This design comes from an exercise in tuning for small area and a short achievable clock period on the open sky130 flow, not from production work.
In this exercise RTL edits were held to simulation tests only and were not proved equivalent to the original.

File: design/flow/design.v
`default_nettype none
module fdiv_norm (
  input  wire [31:0] x1,
  input  wire [31:0] x2,
  output wire        s,     
  output wire        z,     
  output wire [24:0] a,     
  output wire [22:0] b,     
  output wire signed [5:0] g,  
  output wire [ 8:0] e      
);
  wire [7:0] e1 = x1[30:23];
  wire [7:0] e2 = x2[30:23];
  wire [23:0] m1 = {|e1, x1[22:0]};
  wire [23:0] m2 = {|e2, x2[22:0]};
  function automatic [28:0] norm24(input [23:0] m);
    reg [23:0] t;
    reg [4:0] k;
    begin
      t = m;
      k[4] = ~|t[23:8];  if (k[4]) t = {t[7:0], 16'd0};
      k[3] = ~|t[23:16]; if (k[3]) t = {t[15:0], 8'd0};
      k[2] = ~|t[23:20]; if (k[2]) t = {t[19:0], 4'd0};
      k[1] = ~|t[23:22]; if (k[1]) t = {t[21:0], 2'd0};
      k[0] = ~t[23];     if (k[0]) t = {t[22:0], 1'd0};
      norm24 = {k, t};
    end
  endfunction
  wire [4:0] lz1, lz2;
  wire [23:0] a1, b1;
  assign {lz1, a1} = norm24(m1);
  assign {lz2, b1} = norm24(m2);
  wire lt = a1[22:0] < b1[22:0];    
  wire [5:0] g0 = {1'b0, lz2} - {1'b0, lz1};
  assign s = x1[31] ^ x2[31];
  assign z = ~(|m1) | ~(|m2);
  assign a = lt ? {a1, 1'b0} : {1'b0, a1};
  assign b = b1[22:0];
  assign g = g0 + {5'd0, ~lt};
  assign e = {1'b0, e1} - {1'b0, e2} + (z ? 9'd103 : 9'd126 + {{3{g[5]}}, g});
endmodule
module fdiv_qsl4 (
  input  wire [6:0] yh,
  input  wire [2:0] i,
  output wire       neg,   
  output wire       pos,   
  output wire       q1,    
  output wire       q2     
);
  reg signed [6:0] m2, m1, m0, mm1;
  always @* begin
    case (i)
      3'd0: begin m2 = 7'sd12; m1 = 7'sd4; m0 = -7'sd4; mm1 = -7'sd13; end
      3'd1: begin m2 = 7'sd14; m1 = 7'sd4; m0 = -7'sd6; mm1 = -7'sd15; end
      3'd2: begin m2 = 7'sd15; m1 = 7'sd4; m0 = -7'sd6; mm1 = -7'sd16; end
      3'd3: begin m2 = 7'sd16; m1 = 7'sd4; m0 = -7'sd6; mm1 = -7'sd18; end
      3'd4: begin m2 = 7'sd18; m1 = 7'sd6; m0 = -7'sd8; mm1 = -7'sd20; end
      3'd5: begin m2 = 7'sd20; m1 = 7'sd6; m0 = -7'sd8; mm1 = -7'sd20; end
      3'd6: begin m2 = 7'sd20; m1 = 7'sd8; m0 = -7'sd8; mm1 = -7'sd22; end
      default: begin m2 = 7'sd24; m1 = 7'sd8; m0 = -7'sd8; mm1 = -7'sd24; end
    endcase
  end
  wire signed [6:0] y = yh;
  wire ge2 = y >= m2;
  wire ge1 = y >= m1;
  wire ge0 = y >= m0;
  wire gem = y >= mm1;
  assign pos = ge1;
  assign neg = ~ge0;
  assign q2  = ge2 | ~gem;
  assign q1  = (ge1 & ~ge2) | (gem & ~ge0);
endmodule
module fdiv_r4 (
  input  wire [26:0] s,     
  input  wire [26:0] c,
  input  wire        first,  
  input  wire [22:0] b,
  output wire [26:0] s_o,
  output wire [26:0] c_o,
  output wire        qneg,
  output wire        q1,
  output wire        q2
);
  wire [26:0] ys = first ? s : {s[24:0], 2'b00};
  wire [26:0] yc = first ? c : {c[24:0], 2'b00};
  wire [6:0] yh = ys[26:20] + yc[26:20];
  wire pos;
  fdiv_qsl4 sel0 (.yh(yh), .i(b[22:20]), .neg(qneg), .pos(pos), .q1(q1), .q2(q2));
  wire [26:0] bb = {4'b0001, b};
  wire [26:0] mult = ({27{q1}} & bb) | ({27{q2}} & {bb[25:0], 1'b0});
  wire [26:0] d = mult ^ {27{pos}};
  assign s_o = ys ^ yc ^ d;
  assign c_o = {(ys[25:0] & yc[25:0]) | (ys[25:0] & d[25:0]) | (yc[25:0] & d[25:0]), pos};
endmodule
module fdiv_r2 (
  input  wire [26:0] s,
  input  wire [26:0] c,
  input  wire [22:0] b,
  output wire [26:0] s_o,
  output wire [26:0] c_o,
  output wire        qp,    
  output wire        qn     
);
  wire [26:0] ys = {s[25:0], 1'b0};
  wire [26:0] yc = {c[25:0], 1'b0};
  wire [3:0] est = s[25:22] + c[25:22];
  assign qp = ~est[3];
  assign qn = est[3] & ~(&est);
  wire [22:0] sel = qp ? ~b : qn ? b : 23'd0;
  wire [26:0] d = {qp, qp, qp, qn, sel};
  assign s_o = ys ^ yc ^ d;
  assign c_o = {(ys[25:0] & yc[25:0]) | (ys[25:0] & d[25:0]) | (yc[25:0] & d[25:0]), qp};
endmodule
module fdiv_rca #(parameter W = 8) (
  input  wire [W-1:0] x,
  input  wire [W-1:0] y,
  input  wire         ci,
  output wire [W-1:0] s
);
  wire [W:0] c;
  assign c[0] = ci;
  genvar i;
  generate
    for (i = 0; i < W; i = i + 1) begin : bit_
      assign s[i]   = x[i] ^ y[i] ^ c[i];
      assign c[i+1] = (x[i] & y[i]) | (x[i] & c[i]) | (y[i] & c[i]);
    end
  endgenerate
endmodule
module fdiv_post (
  input  wire [25:0] s,
  input  wire [25:0] c,
  input  wire [24:0] qp,    
  input  wire [24:0] qn,
  input  wire [22:0] b,
  input  wire signed [5:0] g,
  input  wire [ 8:0] e,
  input  wire        z,
  input  wire        sg,
  output wire [31:0] y
);
  wire [23:0] bf  = {1'b1, b};
  wire        neg = g[5];
  wire [4:0]  gi  = ~g[4:0];              
  wire [23:0] bs  = neg ? 24'd0 : {1'b0, bf[23:1]} >> g[4:0];
  wire [23:0] oh  = neg ? (24'd1 << gi) : 24'd0;
  wire [24:0] keep = neg ? ~((25'd2 << gi) - 25'd1) : {25{1'b1}};
  wire [25:0] k_s = s ^ c ^ {2'd0, bs};
  wire [25:0] k_c = {(s[24:0] & c[24:0]) | (s[24:0] & {1'd0, bs}) | (c[24:0] & {1'd0, bs}), 1'b0};
  wire [25:0] t;
  fdiv_rca #(26) add_t (.x(k_s), .y(k_c), .ci(1'b0), .s(t));
  wire        c_lo = ~t[25];
  wire [25:0] u;
  fdiv_rca #(26) add_u (.x(t), .y(~{2'd0, bf}), .ci(1'b1), .s(u));
  wire        c_hi = ~u[25];
  wire [24:0] xb = ~qn;
  wire [24:0] xo = {1'b0, oh};
  wire [24:0] x_s = qp ^ xb ^ xo;
  wire [24:0] x_c = {(qp[23:0] & xb[23:0]) | (qp[23:0] & xo[23:0]) | (xb[23:0] & xo[23:0]), 1'b0};
  wire [24:0] x0;
  fdiv_rca #(25) add_x (.x(x_s), .y(x_c), .ci(1'b0), .s(x0));
  wire [24:0] x1 = x0 + 25'd1;
  wire [24:0] x2 = x0 + 25'd2;
  wire [24:0] v  = c_hi ? x2 : c_lo ? x1 : x0;
  wire [24:0] vm  = v & keep;
  wire [22:0] m   = v[24] ? vm[23:1] : vm[22:0];
  wire [8:0]  ec  = (z | ~v[24]) ? e : e + 9'd1;
  wire        inf = (ec == 9'd255);
  wire        dnm = ec[8] | (ec == 9'd0);
  assign y = {sg, dnm ? 8'd0 : inf ? 8'd255 : ec[7:0], (inf | dnm | z) ? 23'd0 : m};
endmodule
`default_nettype wire
module fdiv_stream (
    input wire clk,
    input wire rstn,
    input wire in_valid,
    input wire [31:0] in_x1,
    input wire [31:0] in_x2,
    output reg out_valid,
    output reg [31:0] out_y );
    reg v_q;
    reg [31:0] x1_q;
    reg [31:0] x2_q;
    always @(posedge clk) begin
        if (~rstn) v_q <= 1'b0; else v_q <= in_valid;
        x1_q <= in_x1;
        x2_q <= in_x2;
    end
    wire n_s, n_z;
    wire [24:0] n_a; wire [22:0] n_b;
    wire signed [5:0] n_g;
    wire [8:0] n_e;
    fdiv_norm norm0 (.x1(x1_q), .x2(x2_q), .s(n_s), .z(n_z), .a(n_a), .b(n_b), .g(n_g), .e(n_e));
    wire [26:0] d1_s, d1_c; wire d1_n, d1_1, d1_2;
    fdiv_r4 d1 (.s({2'b00, n_a}), .c(27'd0), .first(1'b1), .b(n_b), .s_o(d1_s), .c_o(d1_c), .qneg(d1_n), .q1(d1_1), .q2(d1_2));
    wire [26:0] d2_s, d2_c; wire d2_n, d2_1, d2_2;
    fdiv_r4 d2 (.s(d1_s), .c(d1_c), .first(1'b0), .b(n_b), .s_o(d2_s), .c_o(d2_c), .qneg(d2_n), .q1(d2_1), .q2(d2_2));
    wire [26:0] d3_s, d3_c; wire d3_n, d3_1, d3_2;
    fdiv_r4 d3 (.s(d2_s), .c(d2_c), .first(1'b0), .b(n_b), .s_o(d3_s), .c_o(d3_c), .qneg(d3_n), .q1(d3_1), .q2(d3_2));
    wire [26:0] d4_s, d4_c; wire d4_n, d4_1, d4_2;
    fdiv_r4 d4 (.s(d3_s), .c(d3_c), .first(1'b0), .b(n_b), .s_o(d4_s), .c_o(d4_c), .qneg(d4_n), .q1(d4_1), .q2(d4_2));
    wire [26:0] d5_s, d5_c; wire d5_n, d5_1, d5_2;
    fdiv_r4 d5 (.s(d4_s), .c(d4_c), .first(1'b0), .b(n_b), .s_o(d5_s), .c_o(d5_c), .qneg(d5_n), .q1(d5_1), .q2(d5_2));
    reg v_1;
    reg s_1;
    reg z_1;
    reg [22:0] b_1;
    reg signed [5:0] g_1;
    reg [8:0] e_1;
    reg [26:0] ws_1;
    reg [26:0] wc_1;
    reg [14:0] qd_1;
    always @(posedge clk) begin
        if (~rstn) v_1 <= 1'b0; else v_1 <= v_q;
        s_1 <= n_s;
        z_1 <= n_z;
        b_1 <= n_b;
        g_1 <= n_g;
        e_1 <= n_e;
        ws_1 <= d5_s;
        wc_1 <= d5_c;
        qd_1 <= {{{{{d1_n, d1_1, d1_2}, d2_n, d2_1, d2_2}, d3_n, d3_1, d3_2}, d4_n, d4_1, d4_2}, d5_n, d5_1, d5_2};
    end
    wire [26:0] d6_s, d6_c; wire d6_n, d6_1, d6_2;
    fdiv_r4 d6 (.s(ws_1), .c(wc_1), .first(1'b0), .b(b_1), .s_o(d6_s), .c_o(d6_c), .qneg(d6_n), .q1(d6_1), .q2(d6_2));
    wire [26:0] d7_s, d7_c; wire d7_n, d7_1, d7_2;
    fdiv_r4 d7 (.s(d6_s), .c(d6_c), .first(1'b0), .b(b_1), .s_o(d7_s), .c_o(d7_c), .qneg(d7_n), .q1(d7_1), .q2(d7_2));
    wire [26:0] d8_s, d8_c; wire d8_n, d8_1, d8_2;
    fdiv_r4 d8 (.s(d7_s), .c(d7_c), .first(1'b0), .b(b_1), .s_o(d8_s), .c_o(d8_c), .qneg(d8_n), .q1(d8_1), .q2(d8_2));
    wire [26:0] d9_s, d9_c; wire d9_n, d9_1, d9_2;
    fdiv_r4 d9 (.s(d8_s), .c(d8_c), .first(1'b0), .b(b_1), .s_o(d9_s), .c_o(d9_c), .qneg(d9_n), .q1(d9_1), .q2(d9_2));
    wire [26:0] d10_s, d10_c; wire d10_n, d10_1, d10_2;
    fdiv_r4 d10 (.s(d9_s), .c(d9_c), .first(1'b0), .b(b_1), .s_o(d10_s), .c_o(d10_c), .qneg(d10_n), .q1(d10_1), .q2(d10_2));
    wire [26:0] d11_s, d11_c; wire d11_n, d11_1, d11_2;
    fdiv_r4 d11 (.s(d10_s), .c(d10_c), .first(1'b0), .b(b_1), .s_o(d11_s), .c_o(d11_c), .qneg(d11_n), .q1(d11_1), .q2(d11_2));
    reg v_2;
    reg s_2;
    reg z_2;
    reg [22:0] b_2;
    reg signed [5:0] g_2;
    reg [8:0] e_2;
    reg [26:0] ws_2;
    reg [26:0] wc_2;
    reg [32:0] qd_2;
    always @(posedge clk) begin
        if (~rstn) v_2 <= 1'b0; else v_2 <= v_1;
        s_2 <= s_1;
        z_2 <= z_1;
        b_2 <= b_1;
        g_2 <= g_1;
        e_2 <= e_1;
        ws_2 <= d11_s;
        wc_2 <= d11_c;
        qd_2 <= {{{{{{qd_1, d6_n, d6_1, d6_2}, d7_n, d7_1, d7_2}, d8_n, d8_1, d8_2}, d9_n, d9_1, d9_2}, d10_n, d10_1, d10_2}, d11_n, d11_1, d11_2};
    end
    wire [26:0] d12_s, d12_c; wire d12_n, d12_1, d12_2;
    fdiv_r4 d12 (.s(ws_2), .c(wc_2), .first(1'b0), .b(b_2), .s_o(d12_s), .c_o(d12_c), .qneg(d12_n), .q1(d12_1), .q2(d12_2));
    wire [26:0] d13_s, d13_c; wire d13_p, d13_n;
    fdiv_r2 d13 (.s(d12_s), .c(d12_c), .b(b_2), .s_o(d13_s), .c_o(d13_c), .qp(d13_p), .qn(d13_n));
    wire [35:0] qd = {qd_2, d12_n, d12_1, d12_2};
    wire [24:0] qp, qn;
    genvar gj;
    generate for (gj = 0; gj < 12; gj = gj + 1) begin : dig
        assign qp[2*gj+2] = qd[3*gj+0] & ~qd[3*gj+2];
        assign qp[2*gj+1] = qd[3*gj+1] & ~qd[3*gj+2];
        assign qn[2*gj+2] = qd[3*gj+0] & qd[3*gj+2];
        assign qn[2*gj+1] = qd[3*gj+1] & qd[3*gj+2];
    end endgenerate
    assign qp[0] = d13_p;
    assign qn[0] = d13_n;
    wire [31:0] y;
    fdiv_post post0 (.s(d13_s[25:0]), .c(d13_c[25:0]), .qp(qp), .qn(qn), .b(b_2), .g(g_2), .e(e_2), .z(z_2), .sg(s_2), .y(y));
    always @(posedge clk) begin
        if (~rstn) out_valid <= 1'b0; else out_valid <= v_2;
        out_y <= y;
    end
endmodule
File: design/flow/flow/run.sh
#!/bin/bash
# Layout: the standard flow (standard.sh) with three changes.
# 1. Synthesis: Yosys's synth runs with -noabc, which skips only its generic
#    pre-mapping ABC pass, so the adder extraction sees the full adders with
#    the polarity the RTL writes them in instead of wrapped in inverters. The
#    final ABC mapping, the registers and the rest of synthesis are standard.
# 2. Port buffers: buffer_ports still buffers every input and output, with
#    sky130_fd_sc_hd__buf_1 instead of the delay cell it picks by default.
# 3. Clock tree: smaller buffers and no dummy loads.
set -euo pipefail
sed 's/yosys synth -nofsm -noshare /yosys synth -nofsm -noshare -noabc /' synth_recipe.tcl > synth_recipe_noabc.tcl
grep -q -- '-noabc' synth_recipe_noabc.tcl
bash standard.sh SYNTH_SCRIPT="$PWD/synth_recipe_noabc.tcl" \
  "BUFFER_PORTS_ARGS=-buffer_cell sky130_fd_sc_hd__buf_1" \
  "CTS_ARGS=-sink_clustering_enable -repair_clock_nets -buf_list {sky130_fd_sc_hd__clkbuf_4 sky130_fd_sc_hd__clkbuf_8 sky130_fd_sc_hd__clkbuf_16} -dont_use_dummy_load" \
  finish > standard.log 2>&1
File: design/flow/standard.sh
#!/bin/bash
# synth_recipe.tcl (not shown) runs the flow's synth.tcl, then flattens the netlist and writes it again
# the make line also repeats each setting of config.mk as NAME=value (left out here)
make -C /OpenROAD-flow-scripts/flow DESIGN_CONFIG=/design/flow/config.mk WORK_HOME=/design/flow/orfs CLKGATE_MAP_FILE= SYNTH_SCRIPT=/design/flow/synth_recipe.tcl "${@:-finish}"
File: design/flow/config.mk
export PLATFORM = sky130hd
export DESIGN_NAME = fdiv_stream
export DESIGN_NICKNAME = fdiv_stream
export VERILOG_FILES = /design/flow/design.v
export SDC_FILE = /design/flow/constraint.sdc
export NUM_CORES = 4
export LEC_CHECK = 0
export CAP_MARGIN = 20
export CORE_MARGIN = 2
export CORE_UTILIZATION = 40
export SLEW_MARGIN = 20
File: design/flow/constraint.sdc
create_clock -name core_clock -period 170.0 [get_ports {clk}]
set_input_delay 34.0000 -clock core_clock [delete_from_list [all_inputs] [get_ports {clk}]]
set_output_delay 34.0000 -clock core_clock [all_outputs]
set_load 0.01 [all_outputs]
==> flow_summary.ini, run 1 <==
[cells_and_area]
area_growth_pct = 6.81
utilization_pct = 43.1
diodes = 0
multi_input_area_um2 = 27400
n_fill_cell = 8754
nets = 4666
layout-drive-gt1-share_pct = 4.84
ff_latch_area_um2 = 6450

[floorplan]
dieArea_um2 = 91500
rows = 109
pin_count = 100
core-area_um2 = 88400
start_util_pct = 40.3
die_h_um = 302
fp.dieW_um = 302

[synth]
async_flop_share_pct = 0
yosysUniqueCellTypes = 87
synth_area_leaders = fa_1, dfxtp_1, ha_1, xnor2_1, a22oi_1
synth_top_area_cell = fa_1
ys_warn_count = 3
synth_edf_count = 0
synthAdderAreaFrac_pct = 33.5
synth_nets = 4688
syn-cell-area_um2 = 35600
synth-seq-area-share_pct = 18.1
synth_ff_type = dfxtp_1
synthXorXnorAreaFrac_pct = 9.52
synth_top_family_by_area = adder cells
netlist_instances = 3884
syn_avg_cell_area_um2 = 9.17
synth.mux.area_fraction_pct = 4.39
synth-seq-cells = 322
synth_top_area_share_pct = 20.0
synth-simple-area-share_pct = 12.0
synth_compound_gate_area_share_pct = 17.2

[sta]
tns_ns = 0
worstMarginPinSlew_ns = 1.04
timing.hold.ws_ns = 0.292
setup_viol = 0
period_needed_ns = 35.04
relSlewSlack_pct = 30.2
fin_skew_ns = 0.0803
fin_crit_sh_pct = 20.6
rsz0062_at_grt = false
drv_slew = 0
fmax_mhz = 28.5
final-hold-violation-count = 0

[placement]
place.gp.congestion = 0.912
place.port_buffers = 99
dpl.hpwl_um = 75700

[hold_path]
hold_class = reg -> reg

[clocking]
clkLatencyLatePin_ns = 0.59
cts.path.max_buffers = 3
cts_buffers = 37
cts_root_buffer = clkbuf_16
path_clk_slew_ns = 0.06
cts_max_level = 2
cts_resized = 0
cts_hold_buffers = 0
cts_sinks = 322
cts_tree = yes
cts_setup_buffers = 0

[worst_setup_path]
r2r_slack_ns = 142.73
worst-path-max-fanout = 1
critPathMaxStageDelay_ns = 0.31
path_delay_family = flip-flops
critPathArrivalTime_ns = 1.04
path_cells = buf_1
crit_type = reg -> out
endpoint_kind = output pin
critPathLaunchType = flip-flop
crit_buf_inv = 1
crit_required_ns = 136.00
worst_path_max_delay_cell = dfxtp_1

[run]
max_cap_viol_count = 0

[global_route]
first_global_vias = 27300
grt_usage_pct = 20.4
antenna_found_initial = 1
grt_max_degree = 53
grt_overflow = 0
grt_pass1_wl_um = 151000

[route]
viasPerCell = 5.50
drt-initial-drc-count = 1793
drtPass1Iterations = 8
postRouteWirelength_um = 92200
drc_errors = 0
vias = 27600
wl_per_cell_um = 18.4
drtAntennaViolNets = 0

[outcome]
status = timing/DRC/antenna clean
-- per-stage QoR --
| step | area [um^2] | instances | setup slack (ns) |
|---|---|---|---|
| finish | 38100 | 5025 | 134.96 |
| global route | 38100 | 5025 | 134.88 |
| CTS | 38000 | 5025 | 134.91 |
| detailed placement | 37100 | 4988 | 135.56 |
| global placement | 37100 | 4988 | 135.57 |
| floorplan | 35600 | 3884 | 135.67 |
-- cell usage after synthesis, drive strengths merged, types with 25 or more instances --
master	number
xnor2	262
a21oi	245
o22ai	56
clkbuf	183
a32oi	25
xor2	120
nor3	65
nand2	223
dfxtp	322
nor2b	40
fa	356
nand3	42
nor2	261
a211oi	40
a22oi	181
mux2i	127
ha	381
buf	32
and2	44
a21o	64
or2	26
nand2b	65
inv	278
o21ai	124
-- area by class of cell --
class,count,area share (%)
multi-input cells,3066,71.9
flip-flops and latches,322,16.9
well taps,1165,3.83
inverters,281,2.79
clock buffers,37,2.43
repair buffers,154,2.06
-- final timing paths --
kind                   from         to  depth (start not counted)
setup reg to reg   x2_q[14]    ws_1[7]                         95
setup / recovery  out_y[14]  out_y[14]                          1
hold / removal       g_1[3]     g_2[3]                          0
hold reg to reg      g_1[3]     g_2[3]                          0
-- logic make-up after synthesis --
group,count (synthesis)
adder cells (fa/ha/maj),741
flip-flops,322
AO/OA/AOI/OAI,923
multiplexers,148
buffers and inverters,496
AND/OR/NAND/NOR,870
XOR/XNOR,384
-- state kept, by name, summed over array words and instances (netlist names), 25 cells and up --
signal  count
ws_1       25
qd_2       32
ws_2       25
x1_q       32
out_y      32
x2_q       32
-- layer usage --
metal / up-vias / track usage, % / routed length (um)
li1: 13400 / - / -
met3: 125 / 2.18 / 4020
met4: 0 / 5.44 / 2360
met2: 667 / 34.6 / 44100
met1: 13400 / 27.7 / 41800
met5: - / 0 / 0
-- cell usage in the layout, fill, tap and decap left out, drive strengths merged, types with 25 or more instances in the layout --
cell type | netlist | routed
nor2b | 40 | 40
a211oi | 40 | 40
dfxtp | 322 | 322
nor3 | 65 | 65
and2 | 44 | 44
nand2 | 223 | 223
xnor2 | 262 | 262
buf | 32 | 154
o21ai | 124 | 124
o22ai | 56 | 56
a21o | 64 | 64
ha | 381 | 381
nor2 | 261 | 261
nand3 | 42 | 42
fa | 356 | 356
a32oi | 25 | 25
a22oi | 181 | 181
mux2i | 127 | 127
or2 | 26 | 26
xor2 | 120 | 120
a21oi | 245 | 245
nand2b | 65 | 65
inv | 278 | 278
clkbuf | 183 | 37
==> inputs of run 2 (changes only) <==
--- a/design/flow/flow/run.sh
+++ b/design/flow/flow/run.sh
@@ -12,5 +12,5 @@
 grep -q -- '-noabc' synth_recipe_noabc.tcl
 bash standard.sh SYNTH_SCRIPT="$PWD/synth_recipe_noabc.tcl" \
   "BUFFER_PORTS_ARGS=-buffer_cell sky130_fd_sc_hd__buf_1" \
-  "CTS_ARGS=-sink_clustering_enable -repair_clock_nets -buf_list {sky130_fd_sc_hd__clkbuf_4 sky130_fd_sc_hd__clkbuf_8 sky130_fd_sc_hd__clkbuf_16} -dont_use_dummy_load" \
+  "CTS_ARGS=-sink_clustering_enable -repair_clock_nets -buf_list sky130_fd_sc_hd__clkbuf_16 -sink_clustering_size 18 -sink_clustering_max_diameter 80 -dont_use_dummy_load" \
   finish > standard.log 2>&1
==> run 2 against run 1 <==
  * Critical path depth unchanged
  * Worst hold slack better by 0.028 ns
  * Count of clock-buffer cells in the layout shrank 9
  * Via count is 0.36% lower
  * Critical endpoint is now out_y[26]
  * Design area decreased by 0.59%
  * Sequential share of layout area increased by 0.10 points
  * Still clean on timing, DRC and antenna
==> flow_summary.ini, run 2 <==
[outcome]
status = timing/DRC/antenna clean

[clocking]
cts_resized = 0
cts_hold_buffers = 0
cts_tree = yes
cts_max_level = 1
cts_buffers = 28
cts_root_buffer = clkbuf_16
clkLatencyLatePin_ns = 0.64
path_clk_slew_ns = 0.08
cts.path.max_buffers = 3
cts_sinks = 322
cts_setup_buffers = 0

[route]
vias = 27500
postRouteWirelength_um = 91800
viasPerCell = 5.49
wl_per_cell_um = 18.3
drtAntennaViolNets = 0
drc_errors = 0
drtPass1Iterations = 6
drt-initial-drc-count = 1833

[worst_setup_path]
critPathLaunchType = flip-flop
worst-path-max-fanout = 1
path_delay_family = flip-flops
rr_worst_depth = 96
crit_buf_inv = 1
crit_type = reg -> out
r2r_start = x2_q[14]
path_depth = 1
worst_path_max_delay_cell = dfxtp_1
critPathArrivalTime_ns = 1.10
crit_required_ns = 136.00
endpoint_kind = output pin
path_cells = buf_1
critPathMaxStageDelay_ns = 0.32
r2r_slack_ns = 142.67
reg2reg_to = ws_1[8]

[placement]
dpl.hpwl_um = 75700
place.gp.congestion = 0.912
place.port_buffers = 99

[hold_path]
whs_endpoint = e_2[4]
min_path_cells = 0
hold_class = reg -> reg
hp-start = e_1[4]

[global_route]
top_usage_layer = met2
grt_use_met1_pct = 27.6
grt_max_degree = 53
grt_overflow = 0
grt_usage_pct = 20.3
grt_pass1_wl_um = 151000
first_global_vias = 27300
antenna_found_initial = 1
grt_use_met2_pct = 34.5
use_met3_pct = 1.83

[cells_and_area]
multi_input_area_um2 = 27400
ff_latch_area_um2 = 6450
final_cell_mix = ha_1, fa_1, dfxtp_1
n_fill_cell = 8772
final_common_cell = ha_1
nets = 4657
area_growth_pct = 6.19
utilization_pct = 42.8
layout-drive-gt1-share_pct = 4.62

[sta]
setup_viol = 0
period_needed_ns = 35.10
final-hold-violation-count = 0
drv_slew = 0
rsz0062_at_grt = false
fmax_mhz = 28.5
relSlewSlack_pct = 28.9
worstMarginPinSlew_ns = 1.06
fin_crit_sh_pct = 20.6
fin_skew_ns = 0.124
tns_ns = 0

[floorplan]
start_util_pct = 40.3
core-area_um2 = 88400
fp.dieW_um = 302
rows = 109
dieArea_um2 = 91500
pin_count = 100
die_h_um = 302

[synth]
async_flop_share_pct = 0
netlist_instances = 3884
synth_edf_count = 0
synth_nets = 4688
synth_top_area_cell = fa_1
synth.most_common_cell = ha_1
yosysUniqueCellTypes = 87
synth-seq-area-share_pct = 18.1
synth_area_leaders = fa_1, dfxtp_1, ha_1, xnor2_1, a22oi_1
synth.top_cells.by_count = ha_1, fa_1, dfxtp_1
synth-seq-cells = 322
ys_warn_count = 3
synth_top_area_share_pct = 20.0
synth_ff_type = dfxtp_1
syn_avg_cell_area_um2 = 9.17
syn-cell-area_um2 = 35600

[run]
max_cap_viol_count = 0
run 2: cell counts after synthesis:
Identical to the previous run, type by type.
run 2: through the flow:
step | setup slack, ns | instance area [um^2] | hold slack [ns] | instances
after global routing | 134.84 | 37800 | 0.330 | 5016
after CTS | 134.86 | 37800 | 0.322 | 5016
final | 134.90 | 37800 | 0.320 | 5017
after floorplan | 135.67 | 35600 | 0.310 | 3884
after detailed placement | 135.56 | 37100 | 0.312 | 4988
after global placement | 135.57 | 37100 | 0.311 | 4988
run 2: worst max-delay path by stage:
stage                     startpoint   endpoint  slack [ns]
final                      out_y[26]  out_y[26]      134.90
after global routing        out_y[2]   out_y[2]      134.84
after CTS                  out_y[26]  out_y[26]      134.86
after detailed placement   out_y[23]  out_y[23]      135.56
after global placement     out_valid  out_valid      135.57
after floorplan            out_valid  out_valid      135.67
run 2: final cells by class:
| cell class | count | area share (%) |
|---|---|---|
| Tap cell | 1165 | 3.85 |
| Inverter | 281 | 2.80 |
| Clock buffer | 28 | 1.85 |
| Multi-Input combinational cell | 3066 | 72.4 |
| Timing Repair Buffer | 154 | 2.07 |
| Antenna cell | 1 | 0.00661 |
| Sequential cell | 322 | 17.0 |
run 2: cell families (layout without fill, tap and decap cells):
family          count (synthesis)  in the layout  share of synthesized area (%)
compound gates                923            923                           17.2
simple gates                  870            870                           12.0
fa+ha+maj                     741            741                           33.5
buf+inv                       496            463                           5.33
xor+xnor                      384            384                           9.52
flops                         322            322                           18.1
mux                           148            148                           4.39
other cells                     0              1                              0
run 2: metal layers:
metal / routed length (um) / part of all wire [%]
met1: 41700 / 45
met2: 43800 / 48
met3: 4050 / 4.4
met4: 2370 / 2.6
met5: 0 / 0
==> inputs of run 3 (changes only) <==
--- a/design/flow/flow/run.sh
+++ b/design/flow/flow/run.sh
@@ -12,5 +12,5 @@
 grep -q -- '-noabc' synth_recipe_noabc.tcl
 bash standard.sh SYNTH_SCRIPT="$PWD/synth_recipe_noabc.tcl" \
   "BUFFER_PORTS_ARGS=-buffer_cell sky130_fd_sc_hd__buf_1" \
-  "CTS_ARGS=-sink_clustering_enable -repair_clock_nets -buf_list sky130_fd_sc_hd__clkbuf_16 -sink_clustering_size 18 -sink_clustering_max_diameter 80 -dont_use_dummy_load" \
+  "CTS_ARGS=-sink_clustering_enable -repair_clock_nets -buf_list sky130_fd_sc_hd__clkbuf_8 -dont_use_dummy_load" \
   finish > standard.log 2>&1
==> run 3 against run 2 <==
  * Design area barely moved
  * Non-clock buffer count did not move
  * Clock skew rose by 0.0014 ns
  * Highest routed layer unchanged
  * Utilization barely moved
  * Global-route usage rose by 0.14 points
  * Area after synthesis did not move
  * Die area did not move
  * Final cell count rose by 0.52%
==> flow_summary.ini, run 3 <==
[worst_setup_path]
r2r_slack_ns = 142.78
crit_buf_inv = 1
crit_required_ns = 136.00
worst-path-max-fanout = 1
path_delay_family = flip-flops
critPathMaxStageDelay_ns = 0.31
endpoint_kind = output pin
path_cells = buf_1
worst_path_max_delay_cell = dfxtp_1
critPathLaunchType = flip-flop
crit_type = reg -> out
critPathArrivalTime_ns = 1.14

[synth]
syn-cell-area_um2 = 35600
syn_avg_cell_area_um2 = 9.17
synth_ff_type = dfxtp_1
ys_warn_count = 3
synth_edf_count = 0
synth-seq-cells = 322
synth_area_leaders = fa_1, dfxtp_1, ha_1, xnor2_1, a22oi_1
synth.most_common_cell = ha_1
async_flop_share_pct = 0
synth-seq-area-share_pct = 18.1
synth_top_area_cell = fa_1
yosysUniqueCellTypes = 87
synth.top_cells.by_count = ha_1, fa_1, dfxtp_1
synth_top_area_share_pct = 20.0
synth_nets = 4688
netlist_instances = 3884

[cells_and_area]
area_growth_pct = 6.28
final_common_cell = ha_1
final_cell_mix = ha_1, fa_1, dfxtp_1
utilization_pct = 42.8
nets = 4682
layout-drive-gt1-share_pct = 5.24

[floorplan]
core-area_um2 = 88400
fp.dieW_um = 302
dieArea_um2 = 91500
pin_count = 100
rows = 109
die_h_um = 302
start_util_pct = 40.3

[clocking]
clkLatencyLatePin_ns = 0.68
cts_buffers = 53
cts_tree = yes
cts_setup_buffers = 0
cts_root_buffer = clkbuf_8
cts.path.max_buffers = 3
path_clk_slew_ns = 0.06
cts_sinks = 322
cts_resized = 0
cts_hold_buffers = 0
cts_max_level = 2

[placement]
dpl.hpwl_um = 75700
place.port_buffers = 99
place.gp.congestion = 0.912
dpl_worst_slack_ns = 135.56

[sta]
rsz0062_at_grt = false
final-hold-violation-count = 0
period_needed_ns = 35.14
relSlewSlack_pct = 29.7
drv_slew = 0
setup_viol = 0
tns_ns = 0
worstMarginPinSlew_ns = 1.05
final.setup.worst_slack_ns = 134.86
timing.hold.ws_ns = 0.257
fmax_mhz = 28.5
fin_crit_sh_pct = 20.7
fin_skew_ns = 0.126

[route]
drtAntennaViolNets = 0
vias = 27700
postRouteWirelength_um = 92200
drtPass1Iterations = 7
wl_per_cell_um = 18.3
drc_errors = 0
viasPerCell = 5.49
drt-initial-drc-count = 1820

[global_route]
antenna_found_initial = 2
grt_max_degree = 53
grt_overflow = 0
grt_pass1_wl_um = 151000
first_global_vias = 27500
grt_usage_pct = 20.4

[outcome]
status = timing/DRC/antenna clean

[hold_path]
hold_class = reg -> reg

[run]
max_cap_viol_count = 0
## run 3: cell counts after synthesis
Identical to the previous run, type by type.
## run 3: cell families (layout without fill, tap and decap cells)
family	after synthesis	in the layout	synth area share, %
multiplexers	148	148	4.39
XOR/XNOR	384	384	9.52
AND/OR/NAND/NOR	870	870	12.0
buffers and inverters	496	488	5.33
flip-flops	322	322	18.1
AO/OA/AOI/OAI	923	923	17.2
other	0	2	0
adder cells (fa/ha/maj)	741	741	33.5
## run 3: layout make-up
| type | instances | area [um^2] |
|---|---|---|
| Antenna cell | 2 | 5.00 |
| Fill cell | 8779 | 50500 |
| Timing Repair Buffer | 154 | 785 |
| Tap cell | 1165 | 1460 |
| Multi-Input combinational cell | 3066 | 27400 |
| Clock buffer | 53 | 729 |
| Sequential cell | 322 | 6450 |
| Inverter | 281 | 1060 |
## run 3: path summary, 6_finish.rpt
| kind | start | endpoint | cells past startpoint |
|---|---|---|---|
| worst max-delay path | out_y[14] | out_y[14] | 1 |
| worst min-delay path | g_1[3] | g_2[3] | 0 |
| worst max register to register | x2_q[14] | ws_1[13] | 96 |
| worst min register to register | g_1[3] | g_2[3] | 0 |
## run 3: per-layer routing
layer | track usage, % | vias to the layer above | routed length (um)
met5 | 0 | - | 0
met4 | 5.77 | 0 | 2410
met3 | 2.12 | 126 | 3930
met2 | 34.6 | 655 | 43900
met1 | 27.6 | 13500 | 42000
li1 | - | 13400 | -
## run 3: through the flow
stage | std cells | area, um^2
2_1_floorplan | 3884 | 35600
3_3_place_gp | 4988 | 37100
3_5_place_dp | 4988 | 37100
4_1_cts | 5041 | 37800
5_1_grt | 5042 | 37900
6_report | 5043 | 37900

afterwards: timing with drivers on the ports:
The flow's constraints put no driver on any port. The routed layouts listed below were extracted and timed again, unchanged, in two steps.
Step 1 (the two cells are an assumption about what drives the block):
set clk [get_ports {clk}]
set_driving_cell -lib_cell sky130_fd_sc_hd__clkbuf_16 $clk
set_driving_cell -lib_cell sky130_fd_sc_hd__buf_2 [delete_from_list [all_inputs] $clk]
Step 2, shift: input delay + t, output delay - t, t = (earliest + latest rising clock arrival at the registers) / 2. This alone moves slack from input paths to output paths.
Three values: ideal ports, drivers, drivers and shift; two values: the first two.
| run | shift t [ns] | slack for setup (ns) | worst setup path after step 2 | clock arrival spread, ns |
|---|---|---|---|---|
| run 1 | 0.605 | 134.964 / 134.903 / 135.508 | register to output | 0.088 / 0.088 |
| run 2 | 0.638 | 134.900 / 134.836 / 135.474 | register to output | 0.125 / 0.124 |
| run 3 | 0.680 | 134.856 / 134.797 / 135.478 | register to output | 0.127 / 0.127 |
After both steps every run listed still meets setup and hold.
